From an optimization exercise on the open Yosys and OpenROAD flow, aimed at small area; shortcuts taken in it are not production practice.
At most, simulation tests tie the RTL to the original design; equivalence was not proved.

== rev 12 ==
==> flow/design.v <==
module rca #(parameter W = 16) (
  input  wire [W-1:0] a, b,
  input  wire         ci,
  output wire [W-1:0] s
);
  wire [W:0] c;
  assign c[0] = ci;
  genvar i;
  generate for (i = 0; i < W; i = i + 1) begin : g
    assign s[i]   = a[i] ^ b[i] ^ c[i];
    assign c[i+1] = (a[i] & b[i]) | (a[i] & c[i]) | (b[i] & c[i]);
  end endgenerate
endmodule
module mulw (
  input  wire [16:0] u,
  output wire [15:0] y
);
  wire [19:0] u20 = {{3{u[16]}}, u};
  wire [22:0] u23 = {{6{u[16]}}, u};
  wire [23:0] u24 = {{7{u[16]}}, u};
  wire [19:0] a;             
  wire [22:0] a23 = {{3{a[19]}}, a};
  wire [22:0] b;             
  wire [23:0] c;             
  wire [29:0] b30 = {{7{b[22]}}, b};
  wire [29:0] c30 = {{6{c[23]}}, c};
  wire [29:0] r;             
  assign a[1:0] = u[1:0];
  rca #(18) ra (.a(u20[19:2]), .b(u20[17:0]), .ci(1'b0), .s(a[19:2]));
  assign b[2:0] = a[2:0];
  rca #(20) rb (.a(a23[22:3]), .b(a23[19:0]), .ci(1'b0), .s(b[22:3]));
  assign c[5:0] = u[5:0];
  rca #(18) rc (.a(u24[23:6]), .b(u24[17:0]), .ci(1'b0), .s(c[23:6]));
  assign r[7:0] = c[7:0];
  rca #(22) rr (.a(b30[21:0]), .b(c30[29:8]), .ci(1'b0), .s(r[29:8]));
  assign y = r[29:14];
endmodule
module FFT_top (
input	wire 			clk,reset_n,
input	wire			start,
input	wire 	[15:0]	s_in,
output	wire 			s2p_en,
output	wire[15:0]		X_0_re,X_1_re,
						X_4_re,X_5_re,
						X_0_im,X_1_im,
						X_4_im,X_5_im,
						X_2_re,X_3_re,
						X_6_re,X_7_re,
						X_2_im,X_3_im,
						X_6_im,X_7_im
);
reg       toggle, en, primed;
reg [2:0] p;                  
always @(posedge clk, negedge reset_n) begin
  if (!reset_n) begin
    toggle <= 1'b0; en <= 1'b0; p <= 3'd0; primed <= 1'b0;
  end else begin
    if (start) toggle <= ~toggle;
    en <= toggle & ~start;
    if (en) p <= p + 3'd1;
    if (en && p == 3'd7) primed <= 1'b1;
  end
end
assign s2p_en = en;
wire p0 = (p == 3'd0), p1 = (p == 3'd1), p2 = (p == 3'd2), p3 = (p == 3'd3);
wire p4 = (p == 3'd4), p5 = (p == 3'd5), p6 = (p == 3'd6), p7 = (p == 3'd7);
reg [15:0] d1, d2;             
always @(posedge clk) if (en) begin d1 <= s_in; d2 <= d1; end
reg [15:0] X0a, ABa, A2p;
reg [15:1] X4a;
wire [15:0] xg = en ? d2 : 16'd0;
wire        sub4  = en & (p6 | p7 | p0 | p1);
wire        subab = en & (p4 | p5 | p0 | p1);
wire        init0 = en & p2;
wire        initab = en & (p2 | p6);
wire [15:0] x0s, x4s, abs_;
rca #(16) ax0 (.a(init0  ? 16'd0 : X0a), .b(xg),                 .ci(1'b0),  .s(x0s));
rca #(16) ax4 (.a(init0  ? 16'd0 : {X4a[15:1], X0a[0]}), .b(xg ^ {16{sub4}}), .ci(sub4), .s(x4s));
rca #(16) aab (.a(initab ? 16'd0 : ABa), .b(xg ^ {16{subab}}),   .ci(subab), .s(abs_));
always @(posedge clk) begin
  X0a <= x0s; X4a <= x4s[15:1]; ABa <= abs_;
  if (en && p6) A2p <= ABa;
end
wire [15:0] df;
rca #(16) adf (.a(d2), .b(~d1), .ci(1'b1), .s(df));
reg  [15:0] C, D;
reg  [16:0] R1, R2;           
reg         m_p, nz_p, nzv_p;
wire [15:0] my;
mulw umul (.u(R1), .y(my));
wire [15:0] pa = p0 ? R2[15:0] : (p1 ? C : D);
wire [15:0] pb = p0 ? df : my;
wire [16:0] XS, YS;
rca #(17) aX (.a({pa[15], pa}), .b({pb[15], pb}),   .ci(p2 & nzv_p),    .s(XS));
rca #(17) aY (.a({pa[15], pa}), .b(~{pb[15], pb}),  .ci(~p2 | ~nzv_p),  .s(YS));
wire        m_n = (df == 16'h8000);
wire [16:0] u1r = {YS[16] ^ m_n, YS[15:0]};             
always @(posedge clk) if (en) begin
  if (p2) C <= df;
  if (p4) D <= df;
  if (p6) R2 <= {1'b0, df};
  if (p0) begin
    R1 <= u1r; R2 <= XS;
    m_p <= m_n; nz_p <= |u1r[13:0]; nzv_p <= |XS[13:0];
  end
  if (p1) begin R1 <= R2; R2[15:0] <= XS[15:0]; C <= YS[15:0]; end
end
wire [15:0] P = R2[15:0], Q = C, R = YS[15:0], S = XS[15:0];
reg [15:0] H0, HP, HR;
reg [15:1] H4, HA2, HB2, HQ, HS;
reg        Hm, Hnz;
reg        ld, kp;
always @(posedge clk, negedge reset_n) begin
  if (!reset_n) begin
    ld <= 1'b0; kp <= 1'b0;
  end else begin
    ld <= en & p1 & primed;
    kp <= ~(en & p1 & primed);
  end
end
always @(posedge clk, negedge reset_n) begin
  if (!reset_n) begin
    H0 <= 16'd0; H4 <= 15'd0; HA2 <= 15'd0; HB2 <= 15'd0;
    HP <= 16'd0; HQ <= 15'd0; HR <= 16'd0; HS <= 15'd0;
    Hm <= 1'b0; Hnz <= 1'b0;
  end else begin
    H0  <= (X0a        & {16{ld}}) | (H0  & {16{kp}});
    H4  <= (X4a        & {15{ld}}) | (H4  & {15{kp}});
    HA2 <= (A2p[15:1]  & {15{ld}}) | (HA2 & {15{kp}});
    HB2 <= (ABa[15:1]  & {15{ld}}) | (HB2 & {15{kp}});
    HP  <= (P          & {16{ld}}) | (HP  & {16{kp}});
    HQ  <= (Q[15:1]    & {15{ld}}) | (HQ  & {15{kp}});
    HR  <= (R          & {16{ld}}) | (HR  & {16{kp}});
    HS  <= (S[15:1]    & {15{ld}}) | (HS  & {15{kp}});
    Hm  <= (m_p & ld) | (Hm  & kp);
    Hnz <= (nz_p & ld) | (Hnz & kp);
  end
end
wire        b2lsb = H0[1] ^ H4[1];
wire [15:0] fX4 = {H4, H0[0]};
wire [15:0] fA2 = {HA2, b2lsb ^ H0[0]};
wire [15:0] fB2 = {HB2, b2lsb};
wire [15:0] fQ  = {HQ, HP[0]};
wire [15:0] fS  = {HS, HR[0]};
wire [15:0] K  = Hm ? 16'hB504 : 16'd0;
wire [15:0] nK = Hm ? 16'h4AFC : 16'd0;       
wire [15:0] x7r, x3r, x1i, x5i, x2i;
rca #(16) o7r (.a(HP),  .b(K),   .ci(Hnz),  .s(x7r));   
rca #(16) o3r (.a(fQ),  .b(~K),  .ci(~Hnz), .s(x3r));   
rca #(16) o1i (.a(~fS), .b(nK),  .ci(1'b1), .s(x1i));   
rca #(16) o5i (.a(~HR), .b(K),   .ci(1'b1), .s(x5i));   
rca #(16) o2i (.a(~fB2), .b(16'd0), .ci(1'b1), .s(x2i));  
assign X_0_re = H0;   assign X_0_im = 16'd0;
assign X_4_re = fX4;   assign X_4_im = 16'd0;
assign X_2_re = fA2;  assign X_2_im = x2i;
assign X_6_re = fA2;  assign X_6_im = fB2;
assign X_1_re = HP;   assign X_1_im = x1i;
assign X_5_re = fQ;   assign X_5_im = x5i;
assign X_3_re = x3r;  assign X_3_im = HR;
assign X_7_re = x7r;  assign X_7_im = fS;
endmodule
==> flow/config.mk <==
export PLATFORM = sky130hd
export DESIGN_NAME = FFT_top
export DESIGN_NICKNAME = FFT_top
export VERILOG_FILES = /design/flow/design.v
export SDC_FILE = /design/flow/constraint.sdc
export NUM_CORES = 4
export LEC_CHECK = 0
export ABC_AREA = 1
export CAP_MARGIN = 20
export CORE_MARGIN = 2
export CORE_UTILIZATION = 70
export CTS_BUF_LIST = sky130_fd_sc_hd__clkbuf_16
export CTS_CLUSTER_DIAMETER = 100
export CTS_CLUSTER_SIZE = 25
export SLEW_MARGIN = 20
==> flow/constraint.sdc <==
create_clock -name core_clock -period 12.0 [get_ports {clk}]
set_input_delay 2.4000 -clock core_clock [delete_from_list [all_inputs] [get_ports {clk}]]
set_output_delay 2.4000 -clock core_clock [all_outputs]
set_load 0.01 [all_outputs]
standard.sh (not shown) runs the stock make flow with config.mk's settings and CLKGATE_MAP_FILE= SYNTH_SCRIPT=/design/flow/synth_recipe.tcl, a recipe that flattens the netlist after the stock synthesis.
==> flow/flow/run.sh <==
#!/bin/bash
# Standard layout, except that the port buffers the standard flow's flow adds are the
# smallest buffer (buf_1) instead of the default choice, and one tie cell
# drives the constant outputs.
set -euo pipefail
bash standard.sh "BUFFER_PORTS_ARGS=-buffer_cell sky130_fd_sc_hd__buf_1" SKIP_REPAIR_TIE_FANOUT=1 finish > standard_flow.log 2>&1
Rev 12 finished all stages; the layout is clean.
diff inputs: rev 12 => rev 13
--- a/flow/design.v
+++ b/flow/design.v
@@ -80,61 +80,52 @@
 always @(posedge clk) begin
   X0a <= x0s; X4a <= x4s[15:1]; ABa <= abs_;
   if (en && p6) A2p <= ABa;
 end
+wire [15:0] da = p7 ? d1 : d2;
+wire [15:0] db = p7 ? s_in : d1;
 wire [15:0] df;
-rca #(16) adf (.a(d2), .b(~d1), .ci(1'b1), .s(df));
+rca #(16) adf (.a(da), .b(~db), .ci(1'b1), .s(df));
 reg  [15:0] C, D;
 reg  [16:0] R1, R2;           
 reg         m_p, nz_p, nzv_p;
+wire [16:0] es = {R2[15], R2[15:0]};
+wire [16:0] fs = {df[15], df};
+wire [16:0] dif, sum;
+rca #(17) aum (.a(es), .b(~fs), .ci(1'b1), .s(dif));    
+rca #(17) aup (.a(es), .b(fs),  .ci(1'b0), .s(sum));    
+wire        m_n = (df == 16'h8000);
+wire [16:0] u1r = {dif[16] ^ m_n, dif[15:0]};           
 wire [15:0] my;
 mulw umul (.u(R1), .y(my));
-wire [15:0] pa = p0 ? R2[15:0] : (p1 ? C : D);
-wire [15:0] pb = p0 ? df : my;
-wire [16:0] XS, YS;
-rca #(17) aX (.a({pa[15], pa}), .b({pb[15], pb}),   .ci(p2 & nzv_p),    .s(XS));
-rca #(17) aY (.a({pa[15], pa}), .b(~{pb[15], pb}),  .ci(~p2 | ~nzv_p),  .s(YS));
-wire        m_n = (df == 16'h8000);
-wire [16:0] u1r = {YS[16] ^ m_n, YS[15:0]};             
 always @(posedge clk) if (en) begin
   if (p2) C <= df;
   if (p4) D <= df;
   if (p6) R2 <= {1'b0, df};
-  if (p0) begin
-    R1 <= u1r; R2 <= XS;
-    m_p <= m_n; nz_p <= |u1r[13:0]; nzv_p <= |XS[13:0];
+  if (p7) begin
+    R1 <= u1r; R2 <= sum;
+    m_p <= m_n; nz_p <= |u1r[13:0]; nzv_p <= |sum[13:0];
   end
-  if (p1) begin R1 <= R2; R2[15:0] <= XS[15:0]; C <= YS[15:0]; end
+  if (p0) begin R1 <= R2; R2[15:0] <= my; end
+  if (p1) R1[15:0] <= my;
 end
-wire [15:0] P = R2[15:0], Q = C, R = YS[15:0], S = XS[15:0];
+wire [15:0] P, Q, R, S;
+rca #(16) aP (.a(C), .b(R2[15:0]),  .ci(1'b0),   .s(P));     
+rca #(16) aQ (.a(C), .b(~R2[15:0]), .ci(1'b1),   .s(Q));     
+rca #(16) aR (.a(D), .b(~R1[15:0]), .ci(~nzv_p), .s(R));     
+rca #(16) aS (.a(D), .b(R1[15:0]),  .ci(nzv_p),  .s(S));     
 reg [15:0] H0, HP, HR;
 reg [15:1] H4, HA2, HB2, HQ, HS;
 reg        Hm, Hnz;
-reg        ld, kp;
-always @(posedge clk, negedge reset_n) begin
-  if (!reset_n) begin
-    ld <= 1'b0; kp <= 1'b0;
-  end else begin
-    ld <= en & p1 & primed;
-    kp <= ~(en & p1 & primed);
-  end
-end
 always @(posedge clk, negedge reset_n) begin
   if (!reset_n) begin
     H0 <= 16'd0; H4 <= 15'd0; HA2 <= 15'd0; HB2 <= 15'd0;
     HP <= 16'd0; HQ <= 15'd0; HR <= 16'd0; HS <= 15'd0;
     Hm <= 1'b0; Hnz <= 1'b0;
-  end else begin
-    H0  <= (X0a        & {16{ld}}) | (H0  & {16{kp}});
-    H4  <= (X4a        & {15{ld}}) | (H4  & {15{kp}});
-    HA2 <= (A2p[15:1]  & {15{ld}}) | (HA2 & {15{kp}});
-    HB2 <= (ABa[15:1]  & {15{ld}}) | (HB2 & {15{kp}});
-    HP  <= (P          & {16{ld}}) | (HP  & {16{kp}});
-    HQ  <= (Q[15:1]    & {15{ld}}) | (HQ  & {15{kp}});
-    HR  <= (R          & {16{ld}}) | (HR  & {16{kp}});
-    HS  <= (S[15:1]    & {15{ld}}) | (HS  & {15{kp}});
-    Hm  <= (m_p & ld) | (Hm  & kp);
-    Hnz <= (nz_p & ld) | (Hnz & kp);
+  end else if (en && p2 && primed) begin
+    H0 <= X0a; H4 <= X4a; HA2 <= A2p[15:1]; HB2 <= ABa[15:1];
+    HP <= P; HQ <= Q[15:1]; HR <= R; HS <= S[15:1];
+    Hm <= m_p; Hnz <= nz_p;
   end
 end
 wire        b2lsb = H0[1] ^ H4[1];
 wire [15:0] fX4 = {H4, H0[0]};
==> comparison <==
Against rev 12, die area in rev 13 rose by a little under 10%. Compared with rev 12, in rev 13 transition time at the pin with the least slew margin went up, sequential element share of the synthesized area shrank by 3.4 points, non-clock buffer count -2. Rev 13 contains more vias than rev 12. Rev 13 does better than rev 12 on minimum period implied by the final worst setup slack. [compare] base=rev 12 new=rev 13: multi-input combinational cell area picked up an extra about 18%, setup slack picked up an extra 0.94 ns, initial detailed-routing violation count lost 16%.
The RTL of rev 13 was laid out without a check of its function.

==> what the ideal ports hide <==
The results above use ideal ports. As a check the final layouts listed here were re-extracted and re-timed, cells and wires unchanged.
Step 1 (the two cells are an assumption about what drives the block):
set clk [get_ports {clk}]
set_driving_cell -lib_cell sky130_fd_sc_hd__clkbuf_16 $clk
set_driving_cell -lib_cell sky130_fd_sc_hd__buf_2 [delete_from_list [all_inputs] $clk]
Step 2 moves the port delays by t, midway between the first and last clock arrival at a register: inputs arrive t later, outputs are due t later. That takes back most of the time a late clock gives input paths.
Three values: ideal, step 1, step 2; two values: the first two.
run | t, ns | slack for setup (ns) | hold slack, ns
rev 12 | 0.557 | 0.541 / 0.541 / 0.541 | 0.465 / 0.465 / 0.465
rev 13 | 0.558 | 1.479 / 1.479 / 1.479 | 0.459 / 0.459 / 0.459
After both steps setup and hold are still met in every run listed.
